What follows belongs to an exercise in optimizing a design on an open flow for small area, a short achievable clock period and few clock cycles; a production flow would make more cautious choices.
Function was checked by simulation only, so behaviour that the tests miss may differ from the original.
Power figures rest on the tool's default switching activity, not on a simulated workload.

## stupid_NN_layer1
module stupid_NN_layer1(
input clk,
input reset_n,
input waitrequest,
input ready,
input readdatavalid,
input [15:0] readdata,
output chipselect,
output [1:0] byteenable,
output reg done,
output reg read_n,
output reg write_n,
output reg [15:0] writedata,
output [31:0] address
);
Size: about 600 cells after synthesis, roughly 120 flip-flops, roughly 75 I/O pins, ~0.0056 mm² of cells after synthesis.
==> flow/config.mk <==
export PLATFORM = sky130hd
export DESIGN_NAME = stupid_NN_layer1
export DESIGN_NICKNAME = stupid_NN_layer1
export VERILOG_FILES = /design/flow/design.v
export SDC_FILE = /design/flow/constraint.sdc
export NUM_CORES = 4
export LEC_CHECK = 0
export ABC_CLOCK_PERIOD_IN_PS = 2000
export CAP_MARGIN = 20
export CORE_MARGIN = 2
export CORE_UTILIZATION = 40
export CTS_BUF_LIST = sky130_fd_sc_hd__clkbuf_4 sky130_fd_sc_hd__clkbuf_8
export CTS_CLUSTER_DIAMETER = 100
export CTS_CLUSTER_SIZE = 30
export SETUP_SLACK_MARGIN = 3.0
export SLEW_MARGIN = 20
==> flow/constraint.sdc <==
create_clock -name core_clock -period 5.0 [get_ports {clk}]
set_input_delay 1.0000 -clock core_clock [delete_from_list [all_inputs] [get_ports {clk}]]
set_output_delay 1.0000 -clock core_clock [all_outputs]
set_load 0.01 [all_outputs]
run.sh (not shown) runs the stock make flow with config.mk's settings and CLKGATE_MAP_FILE= SYNTH_SCRIPT=/design/flow/synth_recipe.tcl, a recipe that flattens the netlist after the stock synthesis.
The starting point went through all stages and came out clean.
Testbench counts at the start, summed over its fixed seeds: cycles 1,917,822.
Rerun with:
==> flow/flow/run.sh (new file) <==
#!/bin/bash
set -e
cp standard.sh standard_copy.sh.log
export BUFFER_PORTS_ARGS="-buffer_cell sky130_fd_sc_hd__buf_2"
bash standard.sh > standard.log 2>&1
==> flow/standard.sh (new file) <==
#!/bin/bash
# synth_recipe.tcl (not shown) runs the flow's synth.tcl, then flattens the netlist and writes it again
# the make line also repeats each setting of config.mk as NAME=value (left out here)
make -C /OpenROAD-flow-scripts/flow DESIGN_CONFIG=/design/flow/config.mk WORK_HOME=/design/flow/orfs CLKGATE_MAP_FILE= SYNTH_SCRIPT=/design/flow/synth_recipe.tcl "${@:-finish}"
removed: flow/run.sh
=> The changed run passed the timing, design-rule and antenna checks. Non-clock buffer count falls by 12. Utilization drops by 1.7 points. Clock power goes up by about 2%.
Rerun with:
==> flow/run.sh (new file) <==
#!/bin/bash
# synth_recipe.tcl (not shown) runs the flow's synth.tcl, then flattens the netlist and writes it again
# the make line also repeats each setting of config.mk as NAME=value (left out here)
make -C /OpenROAD-flow-scripts/flow DESIGN_CONFIG=/design/flow/config.mk WORK_HOME=/design/flow/orfs CLKGATE_MAP_FILE= SYNTH_SCRIPT=/design/flow/synth_recipe.tcl finish
CORE_UTILIZATION = 55   (was 40)
CTS_BUF_LIST = sky130_fd_sc_hd__clkbuf_8   (was sky130_fd_sc_hd__clkbuf_4 sky130_fd_sc_hd__clkbuf_8)
CTS_CLUSTER_DIAMETER = 150   (was 100)
CTS_CLUSTER_SIZE = 40   (was 30)
removed: flow/flow/run.sh
removed: flow/standard.sh
Result: Routed wire length came out lower by a few percent. Sequential power barely changes. Total power came out higher by a few percent. Synthesized cell count does not change.
Rerun with:
==> flow/flow/run.sh (new file) <==
#!/bin/bash
set -e
export BUFFER_PORTS_ARGS="-buffer_cell sky130_fd_sc_hd__buf_2"
bash standard.sh > standard.log 2>&1
==> flow/standard.sh (new file) <==
#!/bin/bash
# synth_recipe.tcl (not shown) runs the flow's synth.tcl, then flattens the netlist and writes it again
# the make line also repeats each setting of config.mk as NAME=value (left out here)
make -C /OpenROAD-flow-scripts/flow DESIGN_CONFIG=/design/flow/config.mk WORK_HOME=/design/flow/orfs CLKGATE_MAP_FILE= SYNTH_SCRIPT=/design/flow/synth_recipe.tcl "${@:-finish}"
CORE_UTILIZATION = 40   (was 55)
CTS_BUF_LIST = sky130_fd_sc_hd__clkbuf_4 sky130_fd_sc_hd__clkbuf_8   (was sky130_fd_sc_hd__clkbuf_8)
CTS_CLUSTER_DIAMETER = 100   (was 150)
CTS_CLUSTER_SIZE = 30   (was 40)
removed: flow/run.sh
The changed run passed the timing, design-rule and antenna checks.
Area after synthesis stays the same.
Clock-buffer cell count came out higher by 1.
Cell area went down by about 2.7%.
First-iteration DRC count grows by 65%.

========
== build 98 ==
Starting RTL as in the previous note.
export LEC_CHECK = 0
export ABC_AREA = 1
export ABC_CLOCK_PERIOD_IN_PS = 2000
export CAP_MARGIN = 20
export CORE_MARGIN = 2
export CORE_UTILIZATION = 40
export CTS_BUF_LIST = sky130_fd_sc_hd__clkbuf_4 sky130_fd_sc_hd__clkbuf_8
export CTS_CLUSTER_DIAMETER = 100
export CTS_CLUSTER_SIZE = 30
export SETUP_SLACK_MARGIN = 3.0
export SLEW_MARGIN = 20
create_clock -name core_clock -period 5.0 [get_ports {clk}]
standard.sh (not shown) runs the stock make flow with config.mk's settings and CLKGATE_MAP_FILE= SYNTH_SCRIPT=/design/flow/synth_recipe.tcl, a recipe that flattens the netlist after the stock synthesis.
==> flow/flow/run.sh <==
#!/bin/bash
set -e
export BUFFER_PORTS_ARGS="-buffer_cell sky130_fd_sc_hd__buf_2"
bash standard.sh > standard.log 2>&1
The flow did not stop early for build 98: all stages ran, and the layout cleared the timing, design-rule and antenna checks.
Testbench counts of build 98, summed over its fixed seeds: cycles 1,917,822.
> inputs changed (build 98 -> build 60)
==> flow/run.sh (new file) <==
#!/bin/bash
# synth_recipe.tcl (not shown) runs the flow's synth.tcl, then flattens the netlist and writes it again
# the make line also repeats each setting of config.mk as NAME=value (left out here)
make -C /OpenROAD-flow-scripts/flow DESIGN_CONFIG=/design/flow/config.mk WORK_HOME=/design/flow/orfs CLKGATE_MAP_FILE= SYNTH_SCRIPT=/design/flow/synth_recipe.tcl finish
diff --git a/flow/config.mk b/flow/config.mk
--- a/flow/config.mk
+++ b/flow/config.mk
@@ -8 +7,0 @@
-export ABC_AREA = 1
@@ -13,3 +11,0 @@
-export CTS_BUF_LIST = sky130_fd_sc_hd__clkbuf_4 sky130_fd_sc_hd__clkbuf_8
-export CTS_CLUSTER_DIAMETER = 100
-export CTS_CLUSTER_SIZE = 30
removed: flow/flow/run.sh
removed: flow/standard.sh
--- outcome ---
Summary of build 60 over build 98: met1 layer usage reported by global route went up by 0.63 points; core occupancy in the finished layout went up by 4.7 points; ratio of final minimum period to clock period went up by 0.84 points. Synthesized cell count: build 60 vs build 98 down 230. Taking build 98 as the reference, in build 60 clock network power has increased, share of power burned in the clock network has increased. sky130_fd_sc_hd__dfxtp_4 as the cell type of the slowest stage on the worst timing path was reported by build 98, and sky130_fd_sc_hd__fa_2 by build 60. Of build 60 and build 98, the lower synthesized-area fraction occupied by adder cells belongs to build 98. Between build 60 and build 98, the longest individual stage delay on the worst path is lower for build 60.
--- input diff build 60..build 6 ---
diff --git a/flow/config.mk b/flow/config.mk
--- a/flow/config.mk
+++ b/flow/config.mk
@@ -11,0 +12,3 @@
+export CTS_BUF_LIST = sky130_fd_sc_hd__clkbuf_4
+export CTS_CLUSTER_DIAMETER = 200
+export CTS_CLUSTER_SIZE = 50
--- outcome ---
- Area: build 6 vs build 60 -> build 6 smaller
- As far as compound-cell area share of the yosys netlist goes, build 6 and build 60 are indistinguishable; the numbers are identical.
- Build 6 vs build 60 — post-CTS setup-driven buffer insertion count rose 8.
- Build 6 against build 60: count of plain and timing-repair buffers went up 3; final setup slack of the worst path went down 0.034 ns; portion of total power attributed to the clock network went down 13 points; area growth from synthesis to layout went down 0.58 points.

==> afterwards: timing with drivers on the ports <==
No port has a modelled driver above. Below, the same layouts with a new extraction and two added sets of constraints. Step 1: set_driving_cell puts a clkbuf_16 on clk and a buf_2 on each other input, an assumption about the parent block. Step 2, shift: input delay + t, output delay - t, t = (earliest + latest rising clock arrival at the registers) / 2. This alone moves slack from input paths to output paths. a / b / c = ideal / step 1 / step 2; a / b = the first two.
run	t, ns	setup WS [ns]	hold slack, ns	worst setup path at the end	slew at the worst register clock pin (ns)
the first run of note 1	0.481	3.008 / 2.987 / 2.506	0.427 / 0.427 / 0.427	input to register	0.07 / 0.07
the second run of note 1	0.457	2.988 / 2.950 / 2.493	0.426 / 0.426 / 0.426	input to register	0.07 / 0.07
the third run of note 1	0.479	2.988 / 2.968 / 2.506	0.434 / 0.434 / 0.434	input to register	0.07 / 0.07
the fourth run of note 1	0.457	2.988 / 2.950 / 2.493	0.426 / 0.426 / 0.426	input to register	0.07 / 0.07
build 98	0.485	3.027 / 2.990 / 2.686	0.413 / 0.413 / 0.413	input to register	0.08 / 0.08
build 60	0.454	2.985 / 2.967 / 2.513	0.424 / 0.424 / 0.424	input to register	0.06 / 0.06
build 6	0.576	2.951 / 2.915 / 2.476	0.435 / 0.435 / 0.435	input to register	0.11 / 0.11
After both steps every run listed still meets setup and hold. The setup slack of the first run of note 1, which loses most, moves by -0.021 ns with the drivers and by -0.502 ns with both steps.
